This design comes from an exercise in tuning for small area and a short achievable clock period on the open sky130 flow, not from production work.
At most, simulation tests tie the RTL to the original design; equivalence was not proved.
Function not checked in run 1: the RTL went through the layout flow alone.
Power and IR drop assume default switching activity.

==> flow/design.v, too long to show whole: its modules and the start of the top module <==
// module pipelined_4stage: 91 lines
// module alu_id: 1033 lines
// module alu_ex: 556 lines
// module cmp_bit: 9 lines
// module cmp_node: 11 lines
// module cmp_top: 8 lines
// module booth_ppi: 13 lines
// module booth_seli: 10 lines
// module fa: 10 lines
// module ha: 9 lines
// module booth_pp: 12 lines
// module booth_sel: 9 lines
// module bit_xor: 7 lines
// module rf_hold: 9 lines
// module rf_dec: 14 lines
// module rf_read: 14 lines
module pipelined_4stage(clk, rst, imem_addr, imem_data, aluout);
  // ...
==> flow/run.sh <==
#!/bin/bash
# synth_recipe.tcl (not shown) runs the flow's synth.tcl, then flattens the netlist and writes it again
# the make line also repeats each setting of config.mk as NAME=value (left out here)
make -C /OpenROAD-flow-scripts/flow DESIGN_CONFIG=/design/flow/config.mk WORK_HOME=/design/flow/orfs CLKGATE_MAP_FILE= SYNTH_SCRIPT=/design/flow/synth_recipe.tcl finish
==> flow/config.mk <==
export PLATFORM = sky130hd
export DESIGN_NAME = pipelined_4stage
export DESIGN_NICKNAME = pipelined_4stage
export VERILOG_FILES = /design/flow/design.v
export SDC_FILE = /design/flow/constraint.sdc
export NUM_CORES = 4
export LEC_CHECK = 0
export CAP_MARGIN = 20
export CORE_MARGIN = 2
export CORE_UTILIZATION = 35
export PLACE_DENSITY = 0.45
export SETUP_SLACK_MARGIN = 3.4
export SLEW_MARGIN = 20
export SYNTH_HIERARCHICAL = 1
==> flow/constraint.sdc <==
create_clock -name core_clock -period 8.0 [get_ports {clk}]
set_input_delay 1.6000 -clock core_clock [delete_from_list [all_inputs] [get_ports {clk}]]
set_output_delay 1.6000 -clock core_clock [all_outputs]
set_load 0.01 [all_outputs]
==> tab_implementation.tex, run 1 <==
\begin{tabular}{lr}
\hline
Metric & Value \\
\hline
\multicolumn{2}{l}{\textbf{Finish}} \\
Most frequent cells in the layout & sky130\_fd\_sc\_hd\_\_dfxtp\_1, sky130\_fd\_sc\_hd\_\_a22o\_1, sky130\_fd\_sc\_hd\_\_a22oi\_1 \\
Number of standard cells in the final layout excluding fillers & 9154 \\
Sequential share of cell area & 34.7\% \\
Share of cell area taken by multi-input logic gates & 47.4\% \\
\multicolumn{2}{l}{\textbf{GRT}} \\
Grt peak-use layer & met2 \\
GR met2 Demand/Resource & 52.6\% \\
Global routing usage summed across all routing layers & 37.6\% \\
Grt met1 use & 47.1\% \\
GR Layer Usage met3 & 14.1\% \\
Largest net degree at the start of global routing & 70 \\
\multicolumn{2}{l}{\textbf{Placed design}} \\
Count of buffers inserted at the top-level ports & 75 \\
Dpl ws & 1340 ps \\
Placed wire-length estimate & 227 mm \\
\multicolumn{2}{l}{\textbf{Pwr}} \\
Top pwr grp & clock \\
Worst IR Drop VDD & 0.208 mV \\
Total power divided by cell area & 210 nW/um\^{}2 \\
Reported sequential group power & 7.35 mW \\
\multicolumn{2}{l}{\textbf{Clock tree}} \\
Clock tree buffer depth & 3 \\
Count of cells resized by post-cts repair & 547 \\
\multicolumn{2}{l}{\textbf{Routing}} \\
Average wire per standard cell & 42.6 um \\
Detailed-routing iteration count for the pre-antenna-repair pass & 11 \\
Number of nets with antenna violations after routing & 0 \\
Wire length the detailed router placed on met1 & 149 mm \\
Total via count after detailed routing & 64200 \\
\multicolumn{2}{l}{\textbf{Critical path}} \\
Critical Path Start & wb\_y[0]\$\_SDFF\_PP0\_ \\
Worst path top cell family by delay & compound AO/OA/AOI/OAI gates \\
\multicolumn{2}{l}{\textbf{Floorplanning}} \\
CORE AREA & 192000 sq um \\
\multicolumn{2}{l}{\textbf{Run status}} \\
Run status & timing/DRC/antenna clean \\
\multicolumn{2}{l}{\textbf{Synth}} \\
Instance count of the mapped netlist & 6305 \\
Count of yosys warnings during synthesis & 10 \\
\multicolumn{2}{l}{\textbf{Timing}} \\
Final worst setup slack & 2840 ps \\
\multicolumn{2}{l}{\textbf{Worst hold path}} \\
HP Start & ex\_waddr[2]\$\_SDFF\_PP0\_ \\
\hline
\end{tabular}
==> module pipelined_4stage, before the edit <==
module pipelined_4stage(clk, rst, imem_addr, imem_data, aluout);
input clk;
input rst;
output [9:0] imem_addr;			 
input [32-1:0] imem_data;	 
output [32-1:0] aluout;
reg [9:0] pc;
always @(posedge clk)
  if (rst) pc <= 10'd0;
  else pc <= pc + 10'd1;
assign imem_addr = pc;
reg [31:0] regdata [0:31];    
reg [291-1:0] ex_r;          
reg [4:0] ex_waddr;
reg ex_valid;                 
reg [31:0] wb_x, wb_y;        
wire [31:0] wb_aluout = wb_x + wb_y;
reg [4:0] wb_waddr;
wire [31:0] wsel = 32'd1 << wb_waddr;
wire [31:0] wload = wsel | {32{rst}};
wire [31:0] wd0 = rst ? 32'd0 : wb_aluout;
wire [31:0] wd3 = rst ? 32'd2 : wb_aluout;
wire [31:0] wd8 = rst ? 32'd5 : wb_aluout;
genvar g, h;
generate
  for (g = 0; g < 32; g = g + 1) begin : RF
    wire [31:0] d = g == 8 ? wd8 : g == 3 ? wd3 : wd0;
    wire [31:0] next;
    for (h = 0; h < 32; h = h + 1) begin : B
      rf_hold H (.load(wload[g]), .hold(~wload[g]), .d(d[h]), .q(regdata[g][h]),
                 .next(next[h]));
    end
    always @(posedge clk)
      regdata[g] <= next;
  end
endgenerate
wire [5:0] opcode = imem_data[31:26];
wire [4:0] rs = imem_data[25:21];
wire [4:0] rt = imem_data[20:16];
wire [2:0] aluop = opcode[2:0];
wire alusrc = opcode == 6'b000110;
wire [4:0] waddr_id = alusrc ? rt : imem_data[15:11];
wire [31:0] sel1, sel2;
rf_dec DEC1 (.addr(rs), .keep(~wsel), .sel(sel1));
rf_dec DEC2 (.addr(rt), .keep(~wsel), .sel(sel2));
wire fwd1 = rs == wb_waddr;
wire fwd2 = rt == wb_waddr;
wire [1023:0] rflat;
generate
  for (g = 0; g < 32; g = g + 1) begin : RFLAT
    assign rflat[32*g +: 32] = regdata[g];
  end
endgenerate
wire [31:0] opa, opb;
rf_read RD1 (.sel({fwd1, sel1}), .d({wb_aluout, rflat}), .q(opa));
rf_read RD2 (.sel({fwd2, sel2}), .d({wb_aluout, rflat}), .q(opb));
wire [291-1:0] r_id;
alu_id ALUID (
  .a(opa), .b(opb), .imm(imem_data[15:0]), .alusrc(alusrc),
  .op_add(aluop == 3'd0 || aluop == 3'd6),
  .op_sub(aluop == 3'd1),
  .op_and(aluop == 3'd2),
  .op_xor(aluop == 3'd3),
  .op_com(aluop == 3'd4),
  .op_mul(aluop == 3'd5),
  .r(r_id)
);
always @(posedge clk) begin
  ex_r <= r_id;
  if (rst) begin
    ex_waddr <= 5'd0;
    ex_valid <= 1'b0;
  end else begin
    ex_waddr <= waddr_id;
    ex_valid <= 1'b1;
  end
end
wire [31:0] ex_x, ex_y;
alu_ex ALUEX (.r(ex_r), .x(ex_x), .y(ex_y));
always @(posedge clk)
  if (rst || !ex_valid) begin
    wb_x <= 32'd0;
    wb_y <= 32'd0;
    wb_waddr <= 5'd0;
  end else begin
    wb_x <= ex_x;
    wb_y <= ex_y;
    wb_waddr <= ex_waddr;
  end
assign aluout = wb_aluout;
endmodule
==> run 2: changes to the inputs <==
--- a/flow/design.v
+++ b/flow/design.v
@@ -11,18 +11,23 @@
 always @(posedge clk)
   if (rst) pc <= 10'd0;
   else pc <= pc + 10'd1;
 assign imem_addr = pc;
 reg [31:0] regdata [0:31];    
 reg [291-1:0] ex_r;          
 reg [4:0] ex_waddr;
 reg ex_valid;                 
-reg [31:0] wb_x, wb_y;        
-wire [31:0] wb_aluout = wb_x + wb_y;
+reg [20-1:0] wb_lo;         
+reg wb_c;                     
+reg [12-1:0] wb_xh, wb_yh;  
+wire [12-1:0] hi_out, hi_int;
+add12 ADDO (.a(wb_xh), .b(wb_yh), .ci(wb_c), .s(hi_out), .co());
+add12 ADDI (.a(wb_xh), .b(wb_yh), .ci(wb_c), .s(hi_int), .co());
+wire [31:0] wb_aluout = {hi_int, wb_lo};
 reg [4:0] wb_waddr;
 wire [31:0] wsel = 32'd1 << wb_waddr;
 wire [31:0] wload = wsel | {32{rst}};
 wire [31:0] wd0 = rst ? 32'd0 : wb_aluout;
 wire [31:0] wd3 = rst ? 32'd2 : wb_aluout;
 wire [31:0] wd8 = rst ? 32'd5 : wb_aluout;
 genvar g, h;
 generate
@@ -73,29 +78,35 @@
   if (rst) begin
     ex_waddr <= 5'd0;
     ex_valid <= 1'b0;
   end else begin
     ex_waddr <= waddr_id;
     ex_valid <= 1'b1;
   end
 end
-wire [31:0] ex_x, ex_y;
-alu_ex ALUEX (.r(ex_r), .x(ex_x), .y(ex_y));
+wire [20-1:0] ex_lo;
+wire ex_c;
+wire [12-1:0] ex_xh, ex_yh;
+alu_ex ALUEX (.r(ex_r), .lo(ex_lo), .clo(ex_c), .xh(ex_xh), .yh(ex_yh));
 always @(posedge clk)
   if (rst || !ex_valid) begin
-    wb_x <= 32'd0;
-    wb_y <= 32'd0;
+    wb_lo <= 0;
+    wb_c <= 1'b0;
+    wb_xh <= 0;
+    wb_yh <= 0;
     wb_waddr <= 5'd0;
   end else begin
-    wb_x <= ex_x;
-    wb_y <= ex_y;
+    wb_lo <= ex_lo;
+    wb_c <= ex_c;
+    wb_xh <= ex_xh;
+    wb_yh <= ex_yh;
     wb_waddr <= ex_waddr;
   end
-assign aluout = wb_aluout;
+assign aluout = {hi_out, wb_lo};
 endmodule
 `timescale 1ns / 10ps
 module alu_id (
   input  [31:0] a,
   input  [31:0] b,        
   input  [15:0] imm,
   input         alusrc,   
   input         op_add,   
@@ -1123,18 +1134,20 @@
   assign r[286] = pp11_9;
   assign r[287] = pp12_7;
   assign r[288] = pp13_5;
   assign r[289] = pp14_3;
   assign r[290] = pp15_1;
 endmodule
 module alu_ex (
   input  [290:0] r,
-  output [31:0] x,
-  output [31:0] y
+  output [19:0] lo,      
+  output        clo,     
+  output [11:0] xh,      
+  output [11:0] yh
 );
   wire se1, ce1;
   ha He1 (.a(r[171]), .b(r[172]), .s(se1), .co(ce1));
   wire se2, ce2;
   ha He2 (.a(r[185]), .b(r[186]), .s(se2), .co(ce2));
   wire se3, ce3;
   fa Fe3 (.a(r[198]), .b(r[199]), .c(r[200]), .s(se3), .co(ce3));
   wire se4, ce4;
@@ -1612,16 +1625,17 @@
   wire se240, ce240;
   fa Fe240 (.a(se176), .b(ce207), .c(se208), .s(se240), .co(ce240));
   wire se241, ce241;
   fa Fe241 (.a(se178), .b(ce208), .c(se209), .s(se241), .co(ce241));
   wire se242, ce242;
   fa Fe242 (.a(se180), .b(ce209), .c(se210), .s(se242), .co(ce242));
   wire se243, ce243;
   fa Fe243 (.a(se182), .b(ce210), .c(se211), .s(se243), .co(ce243));
+  wire [31:0] x, y;
   assign x[0] = se212;
   assign y[0] = se183;
   assign x[1] = ce212;
   assign y[1] = se213;
   assign x[2] = ce213;
   assign y[2] = se214;
   assign x[3] = ce214;
   assign y[3] = se215;
@@ -1676,16 +1690,360 @@
   assign x[28] = ce239;
   assign y[28] = se240;
   assign x[29] = ce240;
   assign y[29] = se241;
   assign x[30] = ce241;
   assign y[30] = se242;
   assign x[31] = ce242;
   assign y[31] = se243;
+  add20 ADDLO (.a(x[19:0]), .b(y[19:0]), .ci(1'b0), .s(lo), .co(clo));
+  assign xh = x[31:20];
+  assign yh = y[31:20];
+endmodule
+module add20 (
+  input  [19:0] a,
+  input  [19:0] b,
+  input  ci,
+  output [19:0] s,
+  output co
+);
+  wire g0_0, p0_0;
+  ha B0 (.a(a[0]), .b(b[0]), .s(p0_0), .co(g0_0));
+  wire g0_1, p0_1;
+  ha B1 (.a(a[1]), .b(b[1]), .s(p0_1), .co(g0_1));
+  wire g0_2, p0_2;
+  ha B2 (.a(a[2]), .b(b[2]), .s(p0_2), .co(g0_2));
+  wire g0_3, p0_3;
+  ha B3 (.a(a[3]), .b(b[3]), .s(p0_3), .co(g0_3));
+  wire g0_4, p0_4;
+  ha B4 (.a(a[4]), .b(b[4]), .s(p0_4), .co(g0_4));
+  wire g0_5, p0_5;
+  ha B5 (.a(a[5]), .b(b[5]), .s(p0_5), .co(g0_5));
+  wire g0_6, p0_6;
+  ha B6 (.a(a[6]), .b(b[6]), .s(p0_6), .co(g0_6));
+  wire g0_7, p0_7;
+  ha B7 (.a(a[7]), .b(b[7]), .s(p0_7), .co(g0_7));
+  wire g0_8, p0_8;
+  ha B8 (.a(a[8]), .b(b[8]), .s(p0_8), .co(g0_8));
+  wire g0_9, p0_9;
+  ha B9 (.a(a[9]), .b(b[9]), .s(p0_9), .co(g0_9));
+  wire g0_10, p0_10;
+  ha B10 (.a(a[10]), .b(b[10]), .s(p0_10), .co(g0_10));
+  wire g0_11, p0_11;
+  ha B11 (.a(a[11]), .b(b[11]), .s(p0_11), .co(g0_11));
+  wire g0_12, p0_12;
+  ha B12 (.a(a[12]), .b(b[12]), .s(p0_12), .co(g0_12));
+  wire g0_13, p0_13;
+  ha B13 (.a(a[13]), .b(b[13]), .s(p0_13), .co(g0_13));
+  wire g0_14, p0_14;
+  ha B14 (.a(a[14]), .b(b[14]), .s(p0_14), .co(g0_14));
+  wire g0_15, p0_15;
+  ha B15 (.a(a[15]), .b(b[15]), .s(p0_15), .co(g0_15));
+  wire g0_16, p0_16;
+  ha B16 (.a(a[16]), .b(b[16]), .s(p0_16), .co(g0_16));
+  wire g0_17, p0_17;
+  ha B17 (.a(a[17]), .b(b[17]), .s(p0_17), .co(g0_17));
+  wire g0_18, p0_18;
+  ha B18 (.a(a[18]), .b(b[18]), .s(p0_18), .co(g0_18));
+  wire g0_19, p0_19;
+  ha B19 (.a(a[19]), .b(b[19]), .s(p0_19), .co(g0_19));
+  wire gc_0;
+  pfx_g C0 (.gh(g0_0), .ph(p0_0), .gl(ci), .g(gc_0));
+  wire g1_1;
+  pfx_g X1_1 (.gh(g0_1), .ph(p0_1), .gl(gc_0), .g(g1_1));
+  wire g1_2, p1_2;
+  pfx X1_2 (.gh(g0_2), .ph(p0_2), .gl(g0_1), .pl(p0_1), .g(g1_2), .p(p1_2));
+  wire g1_3, p1_3;
+  pfx X1_3 (.gh(g0_3), .ph(p0_3), .gl(g0_2), .pl(p0_2), .g(g1_3), .p(p1_3));
+  wire g1_4, p1_4;
+  pfx X1_4 (.gh(g0_4), .ph(p0_4), .gl(g0_3), .pl(p0_3), .g(g1_4), .p(p1_4));
+  wire g1_5, p1_5;
+  pfx X1_5 (.gh(g0_5), .ph(p0_5), .gl(g0_4), .pl(p0_4), .g(g1_5), .p(p1_5));
+  wire g1_6, p1_6;
+  pfx X1_6 (.gh(g0_6), .ph(p0_6), .gl(g0_5), .pl(p0_5), .g(g1_6), .p(p1_6));
+  wire g1_7, p1_7;
+  pfx X1_7 (.gh(g0_7), .ph(p0_7), .gl(g0_6), .pl(p0_6), .g(g1_7), .p(p1_7));
+  wire g1_8, p1_8;
+  pfx X1_8 (.gh(g0_8), .ph(p0_8), .gl(g0_7), .pl(p0_7), .g(g1_8), .p(p1_8));
+  wire g1_9, p1_9;
+  pfx X1_9 (.gh(g0_9), .ph(p0_9), .gl(g0_8), .pl(p0_8), .g(g1_9), .p(p1_9));
+  wire g1_10, p1_10;
+  pfx X1_10 (.gh(g0_10), .ph(p0_10), .gl(g0_9), .pl(p0_9), .g(g1_10), .p(p1_10));
+  wire g1_11, p1_11;
+  pfx X1_11 (.gh(g0_11), .ph(p0_11), .gl(g0_10), .pl(p0_10), .g(g1_11), .p(p1_11));
+  wire g1_12, p1_12;
+  pfx X1_12 (.gh(g0_12), .ph(p0_12), .gl(g0_11), .pl(p0_11), .g(g1_12), .p(p1_12));
+  wire g1_13, p1_13;
+  pfx X1_13 (.gh(g0_13), .ph(p0_13), .gl(g0_12), .pl(p0_12), .g(g1_13), .p(p1_13));
+  wire g1_14, p1_14;
+  pfx X1_14 (.gh(g0_14), .ph(p0_14), .gl(g0_13), .pl(p0_13), .g(g1_14), .p(p1_14));
+  wire g1_15, p1_15;
+  pfx X1_15 (.gh(g0_15), .ph(p0_15), .gl(g0_14), .pl(p0_14), .g(g1_15), .p(p1_15));
+  wire g1_16, p1_16;
+  pfx X1_16 (.gh(g0_16), .ph(p0_16), .gl(g0_15), .pl(p0_15), .g(g1_16), .p(p1_16));
+  wire g1_17, p1_17;
+  pfx X1_17 (.gh(g0_17), .ph(p0_17), .gl(g0_16), .pl(p0_16), .g(g1_17), .p(p1_17));
+  wire g1_18, p1_18;
+  pfx X1_18 (.gh(g0_18), .ph(p0_18), .gl(g0_17), .pl(p0_17), .g(g1_18), .p(p1_18));
+  wire g1_19, p1_19;
+  pfx X1_19 (.gh(g0_19), .ph(p0_19), .gl(g0_18), .pl(p0_18), .g(g1_19), .p(p1_19));
+  wire g2_2;
+  pfx_g X2_2 (.gh(g1_2), .ph(p1_2), .gl(gc_0), .g(g2_2));
+  wire g2_3;
+  pfx_g X2_3 (.gh(g1_3), .ph(p1_3), .gl(g1_1), .g(g2_3));
+  wire g2_4, p2_4;
+  pfx X2_4 (.gh(g1_4), .ph(p1_4), .gl(g1_2), .pl(p1_2), .g(g2_4), .p(p2_4));
+  wire g2_5, p2_5;
+  pfx X2_5 (.gh(g1_5), .ph(p1_5), .gl(g1_3), .pl(p1_3), .g(g2_5), .p(p2_5));
+  wire g2_6, p2_6;
+  pfx X2_6 (.gh(g1_6), .ph(p1_6), .gl(g1_4), .pl(p1_4), .g(g2_6), .p(p2_6));
+  wire g2_7, p2_7;
+  pfx X2_7 (.gh(g1_7), .ph(p1_7), .gl(g1_5), .pl(p1_5), .g(g2_7), .p(p2_7));
+  wire g2_8, p2_8;
+  pfx X2_8 (.gh(g1_8), .ph(p1_8), .gl(g1_6), .pl(p1_6), .g(g2_8), .p(p2_8));
+  wire g2_9, p2_9;
+  pfx X2_9 (.gh(g1_9), .ph(p1_9), .gl(g1_7), .pl(p1_7), .g(g2_9), .p(p2_9));
+  wire g2_10, p2_10;
+  pfx X2_10 (.gh(g1_10), .ph(p1_10), .gl(g1_8), .pl(p1_8), .g(g2_10), .p(p2_10));
+  wire g2_11, p2_11;
+  pfx X2_11 (.gh(g1_11), .ph(p1_11), .gl(g1_9), .pl(p1_9), .g(g2_11), .p(p2_11));
+  wire g2_12, p2_12;
+  pfx X2_12 (.gh(g1_12), .ph(p1_12), .gl(g1_10), .pl(p1_10), .g(g2_12), .p(p2_12));
+  wire g2_13, p2_13;
+  pfx X2_13 (.gh(g1_13), .ph(p1_13), .gl(g1_11), .pl(p1_11), .g(g2_13), .p(p2_13));
+  wire g2_14, p2_14;
+  pfx X2_14 (.gh(g1_14), .ph(p1_14), .gl(g1_12), .pl(p1_12), .g(g2_14), .p(p2_14));
+  wire g2_15, p2_15;
+  pfx X2_15 (.gh(g1_15), .ph(p1_15), .gl(g1_13), .pl(p1_13), .g(g2_15), .p(p2_15));
+  wire g2_16, p2_16;
+  pfx X2_16 (.gh(g1_16), .ph(p1_16), .gl(g1_14), .pl(p1_14), .g(g2_16), .p(p2_16));
+  wire g2_17, p2_17;
+  pfx X2_17 (.gh(g1_17), .ph(p1_17), .gl(g1_15), .pl(p1_15), .g(g2_17), .p(p2_17));
+  wire g2_18, p2_18;
+  pfx X2_18 (.gh(g1_18), .ph(p1_18), .gl(g1_16), .pl(p1_16), .g(g2_18), .p(p2_18));
+  wire g2_19, p2_19;
+  pfx X2_19 (.gh(g1_19), .ph(p1_19), .gl(g1_17), .pl(p1_17), .g(g2_19), .p(p2_19));
+  wire g3_4;
+  pfx_g X3_4 (.gh(g2_4), .ph(p2_4), .gl(gc_0), .g(g3_4));
+  wire g3_5;
+  pfx_g X3_5 (.gh(g2_5), .ph(p2_5), .gl(g1_1), .g(g3_5));
+  wire g3_6;
+  pfx_g X3_6 (.gh(g2_6), .ph(p2_6), .gl(g2_2), .g(g3_6));
+  wire g3_7;
+  pfx_g X3_7 (.gh(g2_7), .ph(p2_7), .gl(g2_3), .g(g3_7));
+  wire g3_8, p3_8;
+  pfx X3_8 (.gh(g2_8), .ph(p2_8), .gl(g2_4), .pl(p2_4), .g(g3_8), .p(p3_8));
+  wire g3_9, p3_9;
+  pfx X3_9 (.gh(g2_9), .ph(p2_9), .gl(g2_5), .pl(p2_5), .g(g3_9), .p(p3_9));
+  wire g3_10, p3_10;
+  pfx X3_10 (.gh(g2_10), .ph(p2_10), .gl(g2_6), .pl(p2_6), .g(g3_10), .p(p3_10));
+  wire g3_11, p3_11;
+  pfx X3_11 (.gh(g2_11), .ph(p2_11), .gl(g2_7), .pl(p2_7), .g(g3_11), .p(p3_11));
+  wire g3_12, p3_12;
+  pfx X3_12 (.gh(g2_12), .ph(p2_12), .gl(g2_8), .pl(p2_8), .g(g3_12), .p(p3_12));
+  wire g3_13, p3_13;
+  pfx X3_13 (.gh(g2_13), .ph(p2_13), .gl(g2_9), .pl(p2_9), .g(g3_13), .p(p3_13));
+  wire g3_14, p3_14;
+  pfx X3_14 (.gh(g2_14), .ph(p2_14), .gl(g2_10), .pl(p2_10), .g(g3_14), .p(p3_14));
+  wire g3_15, p3_15;
+  pfx X3_15 (.gh(g2_15), .ph(p2_15), .gl(g2_11), .pl(p2_11), .g(g3_15), .p(p3_15));
+  wire g3_16, p3_16;
+  pfx X3_16 (.gh(g2_16), .ph(p2_16), .gl(g2_12), .pl(p2_12), .g(g3_16), .p(p3_16));
+  wire g3_17, p3_17;
+  pfx X3_17 (.gh(g2_17), .ph(p2_17), .gl(g2_13), .pl(p2_13), .g(g3_17), .p(p3_17));
+  wire g3_18, p3_18;
+  pfx X3_18 (.gh(g2_18), .ph(p2_18), .gl(g2_14), .pl(p2_14), .g(g3_18), .p(p3_18));
+  wire g3_19, p3_19;
+  pfx X3_19 (.gh(g2_19), .ph(p2_19), .gl(g2_15), .pl(p2_15), .g(g3_19), .p(p3_19));
+  wire g4_8;
+  pfx_g X4_8 (.gh(g3_8), .ph(p3_8), .gl(gc_0), .g(g4_8));
+  wire g4_9;
+  pfx_g X4_9 (.gh(g3_9), .ph(p3_9), .gl(g1_1), .g(g4_9));
+  wire g4_10;
+  pfx_g X4_10 (.gh(g3_10), .ph(p3_10), .gl(g2_2), .g(g4_10));
+  wire g4_11;
+  pfx_g X4_11 (.gh(g3_11), .ph(p3_11), .gl(g2_3), .g(g4_11));
+  wire g4_12;
+  pfx_g X4_12 (.gh(g3_12), .ph(p3_12), .gl(g3_4), .g(g4_12));
+  wire g4_13;
+  pfx_g X4_13 (.gh(g3_13), .ph(p3_13), .gl(g3_5), .g(g4_13));
+  wire g4_14;
+  pfx_g X4_14 (.gh(g3_14), .ph(p3_14), .gl(g3_6), .g(g4_14));
+  wire g4_15;
+  pfx_g X4_15 (.gh(g3_15), .ph(p3_15), .gl(g3_7), .g(g4_15));
+  wire g4_16, p4_16;
+  pfx X4_16 (.gh(g3_16), .ph(p3_16), .gl(g3_8), .pl(p3_8), .g(g4_16), .p(p4_16));
+  wire g4_17, p4_17;
+  pfx X4_17 (.gh(g3_17), .ph(p3_17), .gl(g3_9), .pl(p3_9), .g(g4_17), .p(p4_17));
+  wire g4_18, p4_18;
+  pfx X4_18 (.gh(g3_18), .ph(p3_18), .gl(g3_10), .pl(p3_10), .g(g4_18), .p(p4_18));
+  wire g4_19, p4_19;
+  pfx X4_19 (.gh(g3_19), .ph(p3_19), .gl(g3_11), .pl(p3_11), .g(g4_19), .p(p4_19));
+  wire g5_16;
+  pfx_g X5_16 (.gh(g4_16), .ph(p4_16), .gl(gc_0), .g(g5_16));
+  wire g5_17;
+  pfx_g X5_17 (.gh(g4_17), .ph(p4_17), .gl(g1_1), .g(g5_17));
+  wire g5_18;
+  pfx_g X5_18 (.gh(g4_18), .ph(p4_18), .gl(g2_2), .g(g5_18));
+  wire g5_19;
+  pfx_g X5_19 (.gh(g4_19), .ph(p4_19), .gl(g2_3), .g(g5_19));
+  bit_xor S0 (.a(p0_0), .b(ci), .y(s[0]));
+  bit_xor S1 (.a(p0_1), .b(gc_0), .y(s[1]));
+  bit_xor S2 (.a(p0_2), .b(g1_1), .y(s[2]));
+  bit_xor S3 (.a(p0_3), .b(g2_2), .y(s[3]));
+  bit_xor S4 (.a(p0_4), .b(g2_3), .y(s[4]));
+  bit_xor S5 (.a(p0_5), .b(g3_4), .y(s[5]));
+  bit_xor S6 (.a(p0_6), .b(g3_5), .y(s[6]));
+  bit_xor S7 (.a(p0_7), .b(g3_6), .y(s[7]));
+  bit_xor S8 (.a(p0_8), .b(g3_7), .y(s[8]));
+  bit_xor S9 (.a(p0_9), .b(g4_8), .y(s[9]));
+  bit_xor S10 (.a(p0_10), .b(g4_9), .y(s[10]));
+  bit_xor S11 (.a(p0_11), .b(g4_10), .y(s[11]));
+  bit_xor S12 (.a(p0_12), .b(g4_11), .y(s[12]));
+  bit_xor S13 (.a(p0_13), .b(g4_12), .y(s[13]));
+  bit_xor S14 (.a(p0_14), .b(g4_13), .y(s[14]));
+  bit_xor S15 (.a(p0_15), .b(g4_14), .y(s[15]));
+  bit_xor S16 (.a(p0_16), .b(g4_15), .y(s[16]));
+  bit_xor S17 (.a(p0_17), .b(g5_16), .y(s[17]));
+  bit_xor S18 (.a(p0_18), .b(g5_17), .y(s[18]));
+  bit_xor S19 (.a(p0_19), .b(g5_18), .y(s[19]));
+  assign co = g5_19;
+endmodule
+module add12 (
+  input  [11:0] a,
+  input  [11:0] b,
+  input  ci,
+  output [11:0] s,
+  output co
+);
+  wire g0_0, p0_0;
+  ha B0 (.a(a[0]), .b(b[0]), .s(p0_0), .co(g0_0));
+  wire g0_1, p0_1;
+  ha B1 (.a(a[1]), .b(b[1]), .s(p0_1), .co(g0_1));
+  wire g0_2, p0_2;
+  ha B2 (.a(a[2]), .b(b[2]), .s(p0_2), .co(g0_2));
+  wire g0_3, p0_3;
+  ha B3 (.a(a[3]), .b(b[3]), .s(p0_3), .co(g0_3));
+  wire g0_4, p0_4;
+  ha B4 (.a(a[4]), .b(b[4]), .s(p0_4), .co(g0_4));
+  wire g0_5, p0_5;
+  ha B5 (.a(a[5]), .b(b[5]), .s(p0_5), .co(g0_5));
+  wire g0_6, p0_6;
+  ha B6 (.a(a[6]), .b(b[6]), .s(p0_6), .co(g0_6));
+  wire g0_7, p0_7;
+  ha B7 (.a(a[7]), .b(b[7]), .s(p0_7), .co(g0_7));
+  wire g0_8, p0_8;
+  ha B8 (.a(a[8]), .b(b[8]), .s(p0_8), .co(g0_8));
+  wire g0_9, p0_9;
+  ha B9 (.a(a[9]), .b(b[9]), .s(p0_9), .co(g0_9));
+  wire g0_10, p0_10;
+  ha B10 (.a(a[10]), .b(b[10]), .s(p0_10), .co(g0_10));
+  wire g0_11, p0_11;
+  ha B11 (.a(a[11]), .b(b[11]), .s(p0_11), .co(g0_11));
+  wire gc_0;
+  pfx_g C0 (.gh(g0_0), .ph(p0_0), .gl(ci), .g(gc_0));
+  wire g1_1;
+  pfx_g X1_1 (.gh(g0_1), .ph(p0_1), .gl(gc_0), .g(g1_1));
+  wire g1_2, p1_2;
+  pfx X1_2 (.gh(g0_2), .ph(p0_2), .gl(g0_1), .pl(p0_1), .g(g1_2), .p(p1_2));
+  wire g1_3, p1_3;
+  pfx X1_3 (.gh(g0_3), .ph(p0_3), .gl(g0_2), .pl(p0_2), .g(g1_3), .p(p1_3));
+  wire g1_4, p1_4;
+  pfx X1_4 (.gh(g0_4), .ph(p0_4), .gl(g0_3), .pl(p0_3), .g(g1_4), .p(p1_4));
+  wire g1_5, p1_5;
+  pfx X1_5 (.gh(g0_5), .ph(p0_5), .gl(g0_4), .pl(p0_4), .g(g1_5), .p(p1_5));
+  wire g1_6, p1_6;
+  pfx X1_6 (.gh(g0_6), .ph(p0_6), .gl(g0_5), .pl(p0_5), .g(g1_6), .p(p1_6));
+  wire g1_7, p1_7;
+  pfx X1_7 (.gh(g0_7), .ph(p0_7), .gl(g0_6), .pl(p0_6), .g(g1_7), .p(p1_7));
+  wire g1_8, p1_8;
+  pfx X1_8 (.gh(g0_8), .ph(p0_8), .gl(g0_7), .pl(p0_7), .g(g1_8), .p(p1_8));
+  wire g1_9, p1_9;
+  pfx X1_9 (.gh(g0_9), .ph(p0_9), .gl(g0_8), .pl(p0_8), .g(g1_9), .p(p1_9));
+  wire g1_10, p1_10;
+  pfx X1_10 (.gh(g0_10), .ph(p0_10), .gl(g0_9), .pl(p0_9), .g(g1_10), .p(p1_10));
+  wire g1_11, p1_11;
+  pfx X1_11 (.gh(g0_11), .ph(p0_11), .gl(g0_10), .pl(p0_10), .g(g1_11), .p(p1_11));
+  wire g2_2;
+  pfx_g X2_2 (.gh(g1_2), .ph(p1_2), .gl(gc_0), .g(g2_2));
+  wire g2_3;
+  pfx_g X2_3 (.gh(g1_3), .ph(p1_3), .gl(g1_1), .g(g2_3));
+  wire g2_4, p2_4;
+  pfx X2_4 (.gh(g1_4), .ph(p1_4), .gl(g1_2), .pl(p1_2), .g(g2_4), .p(p2_4));
+  wire g2_5, p2_5;
+  pfx X2_5 (.gh(g1_5), .ph(p1_5), .gl(g1_3), .pl(p1_3), .g(g2_5), .p(p2_5));
+  wire g2_6, p2_6;
+  pfx X2_6 (.gh(g1_6), .ph(p1_6), .gl(g1_4), .pl(p1_4), .g(g2_6), .p(p2_6));
+  wire g2_7, p2_7;
+  pfx X2_7 (.gh(g1_7), .ph(p1_7), .gl(g1_5), .pl(p1_5), .g(g2_7), .p(p2_7));
+  wire g2_8, p2_8;
+  pfx X2_8 (.gh(g1_8), .ph(p1_8), .gl(g1_6), .pl(p1_6), .g(g2_8), .p(p2_8));
+  wire g2_9, p2_9;
+  pfx X2_9 (.gh(g1_9), .ph(p1_9), .gl(g1_7), .pl(p1_7), .g(g2_9), .p(p2_9));
+  wire g2_10, p2_10;
+  pfx X2_10 (.gh(g1_10), .ph(p1_10), .gl(g1_8), .pl(p1_8), .g(g2_10), .p(p2_10));
+  wire g2_11, p2_11;
+  pfx X2_11 (.gh(g1_11), .ph(p1_11), .gl(g1_9), .pl(p1_9), .g(g2_11), .p(p2_11));
+  wire g3_4;
+  pfx_g X3_4 (.gh(g2_4), .ph(p2_4), .gl(gc_0), .g(g3_4));
+  wire g3_5;
+  pfx_g X3_5 (.gh(g2_5), .ph(p2_5), .gl(g1_1), .g(g3_5));
+  wire g3_6;
+  pfx_g X3_6 (.gh(g2_6), .ph(p2_6), .gl(g2_2), .g(g3_6));
+  wire g3_7;
+  pfx_g X3_7 (.gh(g2_7), .ph(p2_7), .gl(g2_3), .g(g3_7));
+  wire g3_8, p3_8;
+  pfx X3_8 (.gh(g2_8), .ph(p2_8), .gl(g2_4), .pl(p2_4), .g(g3_8), .p(p3_8));
+  wire g3_9, p3_9;
+  pfx X3_9 (.gh(g2_9), .ph(p2_9), .gl(g2_5), .pl(p2_5), .g(g3_9), .p(p3_9));
+  wire g3_10, p3_10;
+  pfx X3_10 (.gh(g2_10), .ph(p2_10), .gl(g2_6), .pl(p2_6), .g(g3_10), .p(p3_10));
+  wire g3_11, p3_11;
+  pfx X3_11 (.gh(g2_11), .ph(p2_11), .gl(g2_7), .pl(p2_7), .g(g3_11), .p(p3_11));
+  wire g4_8;
+  pfx_g X4_8 (.gh(g3_8), .ph(p3_8), .gl(gc_0), .g(g4_8));
+  wire g4_9;
+  pfx_g X4_9 (.gh(g3_9), .ph(p3_9), .gl(g1_1), .g(g4_9));
+  wire g4_10;
+  pfx_g X4_10 (.gh(g3_10), .ph(p3_10), .gl(g2_2), .g(g4_10));
+  wire g4_11;
+  pfx_g X4_11 (.gh(g3_11), .ph(p3_11), .gl(g2_3), .g(g4_11));
+  bit_xor S0 (.a(p0_0), .b(ci), .y(s[0]));
+  bit_xor S1 (.a(p0_1), .b(gc_0), .y(s[1]));
+  bit_xor S2 (.a(p0_2), .b(g1_1), .y(s[2]));
+  bit_xor S3 (.a(p0_3), .b(g2_2), .y(s[3]));
+  bit_xor S4 (.a(p0_4), .b(g2_3), .y(s[4]));
+  bit_xor S5 (.a(p0_5), .b(g3_4), .y(s[5]));
+  bit_xor S6 (.a(p0_6), .b(g3_5), .y(s[6]));
+  bit_xor S7 (.a(p0_7), .b(g3_6), .y(s[7]));
+  bit_xor S8 (.a(p0_8), .b(g3_7), .y(s[8]));
+  bit_xor S9 (.a(p0_9), .b(g4_8), .y(s[9]));
+  bit_xor S10 (.a(p0_10), .b(g4_9), .y(s[10]));
+  bit_xor S11 (.a(p0_11), .b(g4_10), .y(s[11]));
+  assign co = g4_11;
+endmodule
+module pfx (
+  input  gh,
+  input  ph,
+  input  gl,
+  input  pl,
+  output g,
+  output p
+);
+  assign g = gh | (ph & gl);
+  assign p = ph & pl;
+endmodule
+module pfx_g (
+  input  gh,
+  input  ph,
+  input  gl,
+  output g
+);
+  assign g = gh | (ph & gl);
 endmodule
 module cmp_bit (
   input  a,
   input  b,
   output gt,
   output eq
 );
   assign gt = a & ~b;
--- a/flow/config.mk
+++ b/flow/config.mk
@@ -4,11 +4,11 @@
 export VERILOG_FILES = /design/flow/design.v
 export SDC_FILE = /design/flow/constraint.sdc
 export NUM_CORES = 4
 export LEC_CHECK = 0
 export CAP_MARGIN = 20
 export CORE_MARGIN = 2
 export CORE_UTILIZATION = 35
 export PLACE_DENSITY = 0.45
-export SETUP_SLACK_MARGIN = 3.4
+export SETUP_SLACK_MARGIN = 3.6
 export SLEW_MARGIN = 20
 export SYNTH_HIERARCHICAL = 1
==> tab_implementation.tex, run 2 <==
\begin{tabular}{lr}
\hline
Metric & Value \\
\hline
\multicolumn{2}{l}{\textbf{Routing}} \\
Detailed-route wire length & 401 mm (was 390 mm) \\
Average wire per standard cell & 43.6 um (was 42.6 um) \\
Initial drt markers & 12300 (was 10800) \\
Number of nets with antenna violations after routing & 0 (unchanged) \\
Remaining design rule violation count & 0 (unchanged) \\
Detailed-routing iteration count for the pre-antenna-repair pass & 12 (was 11) \\
Via density per instance & 7.09 (was 7.01) \\
Total via count after detailed routing & 65100 (was 64200) \\
\multicolumn{2}{l}{\textbf{GRT}} \\
Largest net degree at the start of global routing & 51 (was 70) \\
Wire length of the first global-routing pass & 533 mm (was 515 mm) \\
Global routing usage summed across all routing layers & 39.2\% (was 37.6\%) \\
Initial antenna violation count & 42 (was 41) \\
Via count of the first global-routing pass & 60500 (was 59300) \\
Overflow after GRT & 0 (unchanged) \\
\multicolumn{2}{l}{\textbf{Critical path}} \\
Worst reg-to-reg path cell count & 17 (was 22) \\
Crit Path Class & flip-flop to flip-flop (was flip-flop to output port) \\
R2r setup slk & 3370 ps (was 2980 ps) \\
Beginning of the worst register-to-register path & wb\_waddr[3]\$\_SDFF\_PP0\_ (was wb\_y[0]\$\_SDFF\_PP0\_) \\
Crit. End Element & flip-flop (was output port) \\
CP startpoint kind & flip-flop (unchanged) \\
Worst-path fanout max & 17 (was 3) \\
Data arrival at the endpoint of the critical path & 5380 ps (was 3560 ps) \\
Critical path required time & 8760 ps (was 6400 ps) \\
Reg2Reg Capture Point & ex\_r[1]\$\_DFF\_P\_ (was ex\_r[250]\$\_DFF\_P\_) \\
\multicolumn{2}{l}{\textbf{Finish}} \\
Layout cell share with drive strength beyond 1 & 19.3\% (was 20.3\%) \\
Number of flip-flops under the largest register name & 1024 (unchanged) \\
Leading registers by flop count & regdata x1024, ex\_r x291, wb\_lo x20 (was regdata x1024, ex\_r x291) \\
Synthesis-to-finish area growth & 20.1\% (was 19.3\%) \\
Leading cell type in the layout, fill and taps excluded & sky130\_fd\_sc\_hd\_\_dfxtp\_1 (unchanged) \\
Most flop-heavy register & regdata (unchanged) \\
Layout Cell Area excl Fill & 81100 sq um (was 80900 sq um) \\
Final net count & 6890 (was 6840) \\
Most frequent cells in the layout & sky130\_fd\_sc\_hd\_\_dfxtp\_1, sky130\_fd\_sc\_hd\_\_a22o\_1, sky130\_fd\_sc\_hd\_\_a22oi\_1 (unchanged) \\
\multicolumn{2}{l}{\textbf{Timing}} \\
Min Tclk post-route & 4630 ps (was 5160 ps) \\
Max-slew violation count & 0 (unchanged) \\
RSZ-0062 raised after global routing & yes (unchanged) \\
Period Utilization, post-route & 57.8\% (was 64.5\%) \\
Fmax & 216 MHz (was 194 MHz) \\
Worst rel slew slack & 10.3\% (was 23.7\%) \\
Clock Skews & 55.0 ps (was 50.4 ps) \\
Measured slew at the worst slew-check pin & 1340 ps (was 1150 ps) \\
Final hold slack & 427 ps (was 424 ps) \\
Final Hold Fails & 0 (unchanged) \\
Endpoints failing setup & 0 (unchanged) \\
Sum of negative setup slack & 0 ps (unchanged) \\
\multicolumn{2}{l}{\textbf{Clock tree}} \\
Worst skew pair latency & 860 ps (about the same) \\
Clock Sinks & 1381 (was 1400) \\
Clk pin slew, worst setup/hold paths & 60 ps (about the same) \\
CTS tree & built (unchanged) \\
Clock tree buffer depth & 3 (unchanged) \\
H-tree depth & 4 (unchanged) \\
Number of clock buffers inserted by TritonCTS & 162 (was 163) \\
Root buffer cell & sky130\_fd\_sc\_hd\_\_clkbuf\_16 (unchanged) \\
\multicolumn{2}{l}{\textbf{Run status}} \\
Run status & timing/DRC/antenna clean (unchanged) \\
\multicolumn{2}{l}{\textbf{Worst hold path}} \\
HP Start & ex\_waddr[3]\$\_SDFF\_PP0\_ (was ex\_waddr[2]\$\_SDFF\_PP0\_) \\
Tightest Hold Check Type & flip-flop to flip-flop (unchanged) \\
End point of the worst hold path & wb\_waddr[3]\$\_SDFF\_PP0\_ (was wb\_waddr[2]\$\_SDFF\_PP0\_) \\
Hold depth & 1 (unchanged) \\
\multicolumn{2}{l}{\textbf{Placed design}} \\
Placed wire-length estimate & 215 mm (was 227 mm) \\
Cell area reported after detailed placement & 70600 sq um (was 70200 sq um) \\
Count of buffers inserted at the top-level ports & 75 (unchanged) \\
Routability congestion estimate & 0.938 (was 0.978) \\
\multicolumn{2}{l}{\textbf{Floorplanning}} \\
CORE AREA & 192000 sq um (about the same) \\
Horiz. Die Dim & 443 um (was 444 um) \\
Chip Height & 443 um (was 444 um) \\
Die Footprint & 196000 sq um (was 197000 sq um) \\
Rows & 161 (unchanged) \\
Starting Density & 35.2\% (about the same) \\
Number of placed I/O pins & 76 (unchanged) \\
\multicolumn{2}{l}{\textbf{Pwr}} \\
Pleak & 35.2 nW (was 33.8 nW) \\
Total power divided by cell area & 208 nW/um\^{}2 (was 210 nW/um\^{}2) \\
Worst IR Drop VDD & 0.255 mV (was 0.208 mV) \\
\multicolumn{2}{l}{\textbf{Synth}} \\
Count of yosys warnings during synthesis & 10 (unchanged) \\
Instance count of the mapped netlist & 6237 (was 6305) \\
Cell area after technology mapping & 67500 sq um (was 67800 sq um) \\
Mapped Avg Cell Area & 10.8 sq um (was 10.7 sq um) \\
\multicolumn{2}{l}{\textbf{Job}} \\
Max-cap check violation count & 0 (unchanged) \\
\hline
\end{tabular}
[run 2: worst max-delay path by stage]
stage / startpoint / slack [ps] / depth (start not counted) / endpoint
final: wb_waddr[3]$_SDFF_PP0_ / 3370 / 17 / ex_r[1]$_DFF_P_
after global routing: wb_waddr[3]$_SDFF_PP0_ / 3450 / 18 / ex_r[1]$_DFF_P_
after CTS: imem_data[25] / 3230 / 14 / ex_r[1]$_DFF_P_
after detailed placement: imem_data[17] / 1390 / 12 / ex_r[183]$_DFF_P_
after global placement: imem_data[21] / 1400 / 15 / ex_r[1]$_DFF_P_
after floorplan: rst / 3380 / 6 / regdata[12][0]$_DFF_P_
[run 2: power breakdown]
part | switching, mW | internal [mW] | total [mW]
clock network | 3.25 | 4.46 | 7.71
registers | 0.201 | 7.10 | 7.30
logic | 1.30 | 0.515 | 1.82
total | 4.75 | 12.1 | 16.8
[run 2: worst max-delay path, stage by stage (launching register included)]
cell and delay [ps]:
sky130_fd_sc_hd__dfxtp_2 440, sky130_fd_sc_hd__nor2b_2 210, sky130_fd_sc_hd__buf_8 280, sky130_fd_sc_hd__nand2_2 270, sky130_fd_sc_hd__and3_4 300, sky130_fd_sc_hd__buf_12 160, sky130_fd_sc_hd__a22oi_2 150, sky130_fd_sc_hd__nand4_1 410
sky130_fd_sc_hd__nor4_4 740, sky130_fd_sc_hd__nand2_1 150, sky130_fd_sc_hd__buf_6 150, sky130_fd_sc_hd__ha_1 290, sky130_fd_sc_hd__a21o_1 160, sky130_fd_sc_hd__a21o_1 180, sky130_fd_sc_hd__a21o_1 150, sky130_fd_sc_hd__a21o_1 190
sky130_fd_sc_hd__a21o_1 150, sky130_fd_sc_hd__nor2b_1 90
[run 2: timing repair]
item / CTS / global route
pin swaps: 35 / 75
buffers inserted: 166 / 122
setup endpoints to repair: 298 / 262
hold buffers: 0 / 0
gates cloned: 29 / 7
gates resized for setup: 300 / 207
[run 2: layout make-up]
class	count	area (sq um)
Timing Repair Buffer	623	5990
Sequential cell	1381	27700
Tap cell	2526	3160
Fill cell	18200	111000
Inverter	65	248
Clock inverter	56	623
Antenna cell	28	70.1
Multi-Input combinational cell	4271	38500
Clock buffer	236	4770
[run 2: per-layer routing]
| metal | up-vias | share of wire [%] | track usage, % |
|---|---|---|---|
| li1 | 25100 | - | - |
| met1 | 32100 | 38 | 49.1 |
| met2 | 5945 | 39 | 52.7 |
| met3 | 1891 | 14 | 16.8 |
| met4 | 28 | 9.2 | 28.8 |
| met5 | - | 0.17 | 1.47 |
[run 2: stage by stage]
stage | total power, mW | setup slack, ps | std cells | utilization [%]
finish | 16.8 | 3370 | 9186 | 42.2
global route | 17.1 | 3450 | 9167 | 42.2
CTS | 16.6 | 3230 | 9027 | 41.1
detailed placement | 8.98 | 1390 | 8540 | 36.8
global placement | 8.98 | 1400 | 8540 | 36.8
floorplan | 8.13 | 3380 | 6253 | -

[what the ideal ports hide]
No port has a modelled driver above. Below, the same layouts with a new extraction and two added sets of constraints. Step 1 (the two cells are an assumption about what drives the block):
set clk [get_ports {clk}]
set_driving_cell -lib_cell sky130_fd_sc_hd__clkbuf_16 $clk
set_driving_cell -lib_cell sky130_fd_sc_hd__buf_2 [delete_from_list [all_inputs] $clk]
Step 2 adds t to the input delays and takes it off the output delays; t is the mean of the earliest and latest rising clock arrival at the registers after step 1. Input paths then give back, and output paths get back, about the clock's delay inside the block. a / b / c = no drivers / after step 1 / after step 2; a / b = the first two.
| run | t, ns | setup WS [ns] | worst setup path at the end |
|---|---|---|---|
| run 1 | 0.932 | 2.837 / 2.739 / 2.167 | input to register |
| run 2 | 0.928 | 3.374 / 3.374 / 2.505 | input to register |
After both steps every run listed still meets setup and hold. The setup slack of run 2, which loses most, moves by 0.000 ns with the drivers and by -0.869 ns with both steps.
